From an optimization exercise on the open Yosys and OpenROAD flow, aimed at a short achievable clock period and few clock cycles; shortcuts taken in it are not production practice. The RTL was checked by simulation tests, not by an equivalence proof against the original design. Power and IR drop assume default switching activity.

// cpu
module cpu
(
    input logic         clk,
    input logic         rst,
    output logic [31:0] imem_addr,
    output logic [3:0]  imem_rmask,
    input logic [31:0]  imem_rdata,
    input logic         imem_resp,
    output logic [31:0] dmem_addr,
    output logic [3:0]  dmem_rmask,
    output logic [3:0]  dmem_wmask,
    input logic [31:0]  dmem_rdata,
    output logic [31:0] dmem_wdata,
    input logic         dmem_resp
);
export LEC_CHECK = 0
export ABC_CLOCK_PERIOD_IN_PS = 3000
export CAP_MARGIN = 20
export CORE_MARGIN = 2
export CORE_UTILIZATION = 50
export SLEW_MARGIN = 20
create_clock -name core_clock -period 13.0 [get_ports {clk}]
standard.sh (not shown) runs the stock make flow with config.mk's settings and CLKGATE_MAP_FILE= SYNTH_SCRIPT=/design/flow/synth_recipe.tcl, a recipe that flattens the netlist after the stock synthesis.
==> flow/flow/run.sh <==
#!/bin/bash
# The standard layout (standard synthesis, floorplan, placement, CTS, routing), with
#  - the timing repair steps asked to leave extra setup slack, so that the layout runs faster
#    than the clock period requires;
#  - port buffers of a plain buffer cell (buf_4) rather than the delay cell buffer_ports picks.
# The SDC (clock period, I/O delays, loads) is the design's, unchanged.
set -euo pipefail
export SETUP_SLACK_MARGIN=${REPAIR_MARGIN:-9.5}
export TNS_END_PERCENT=100
export BUFFER_PORTS_ARGS="-buffer_cell sky130_fd_sc_hd__buf_4"
bash standard.sh > standard_flow.log 2>&1
Testbench counts at the start, summed over its fixed seeds: cycles 62,198.
Edit:
--- a/flow/design.v
+++ b/flow/design.v
@@ -96,20 +96,19 @@
   logic        w_valid, w_load, w_wr;
   logic [31:0] w_res;
   logic [2:0]  w_f3;
   logic [1:0]  w_off;
   logic [4:0]  w_rd;
   logic        x_valid, x_wr;
   logic [31:0] x_res;
   logic [4:0]  x_rd;
   logic        dbusy;
-  logic [31:0] fpc_o;
-  assign imem_addr  = fpc_o;
+  assign imem_addr  = fpc;
   assign imem_rmask = can_issue ? 4'hf : 4'h0;
   logic        ifree, iacc, ipush;
   assign ifree = ~ibusy | imem_resp;
   assign iacc  = can_issue & ifree;
   assign ipush = imem_resp & ibusy & ~ikill;
   logic [BI-1:0] bidx;
   logic        bhit, bptk;
   logic [31:0] fpc4, pnpc;
   assign bidx = fpc[BI+1:2];
@@ -136,40 +135,35 @@
   assign flush   = redir | dredir;
   assign d_take  = ~dv | d_fire;
   assign d_from_q  = d_take & (q_cnt != 4'd0);
   assign d_from_in = d_take & (q_cnt == 4'd0) & ipush;
   assign qpop  = d_from_q;
   assign qpush = ipush & ~d_from_in;
   always_ff @(posedge clk) begin
     if (rst) begin
       fpc       <= RESET_PC;
-      fpc_o     <= RESET_PC;
       can_issue <= 1'b1;
       ibusy     <= 1'b0;
       ikill     <= 1'b0;
       q_rptr    <= '0;
       q_wptr    <= '0;
       q_cnt     <= '0;
       dv        <= 1'b0;
       d_redone  <= 1'b0;
       ras_v     <= 1'b0;
     end else begin
       ibusy     <= ibusy_n;
       can_issue <= flush | (({1'b0, q_cnt} + {4'b0, dv} + {4'b0, ipush} + {4'b0, ibusy_n}) <= 5'd8);
       if (flush)                 ikill <= ibusy_n;
       else if (iacc | imem_resp) ikill <= 1'b0;
       if (redir)       fpc <= redir_tgt;
       else if (dredir) fpc <= dtgt;
       else if (iacc)   fpc <= pnpc;
-      if (redir)       fpc_o <= redir_tgt;
-      else if (dredir) fpc_o <= dtgt;
-      else if (iacc)   fpc_o <= pnpc;
-      else             fpc_o <= fpc;
       if (flush) begin
         q_cnt  <= '0;
         q_rptr <= q_wptr;
       end else begin
         if (qpush & ~qpop)      q_cnt <= q_cnt_inc;
         else if (qpop & ~qpush) q_cnt <= q_cnt_dec;
         if (qpush) q_wptr <= q_wptr + 3'd1;
         if (qpop)  q_rptr <= q_rptr + 3'd1;
       end
Final area came out higher by 0.40%.
Hold slack got worse by 0.0092 ns.
Core utilization came out higher by 0.20 points.
Maximum frequency came out lower by 2.0%.
Cell count is about the same.
Wire length came out lower by 0.42%.
Total power came out lower by 0.88%.
Sequential share of layout area came out lower by 0.23 points.
Setup slack got worse by 0.083 ns.
Testbench counts after the change, summed over its fixed seeds: cycles 62,198.

[afterwards: timing with drivers on the ports]
No port has a modelled driver above. Below, the same layouts with a new extraction and two added sets of constraints. Step 1 (the two cells are an assumption about what drives the block):
set clk [get_ports {clk}]
set_driving_cell -lib_cell sky130_fd_sc_hd__clkbuf_16 $clk
set_driving_cell -lib_cell sky130_fd_sc_hd__buf_2 [delete_from_list [all_inputs] $clk]
Step 2, shift: input delay + t, output delay - t, t = (earliest + latest rising clock arrival at the registers) / 2. This alone moves slack from input paths to output paths. Three values: ideal, step 1, step 2; two values: the first two.
run | shift t [ns] | slack for setup (ns) | worst setup path after step 2 | worst data-port slew with drivers (ns) | cell pins on the clock port's net
the first run | 1.034 | 8.839 / 8.732 / 7.922 | input to register | 0.16 | 1
the second run | 1.067 | 8.755 / 8.653 / 8.171 | input to register | 0.20 | 1
After both steps setup and hold are still met in every run listed. For the first run, which loses most, drivers alone change the setup slack by -0.107 ns; drivers and shift together by -0.917 ns.
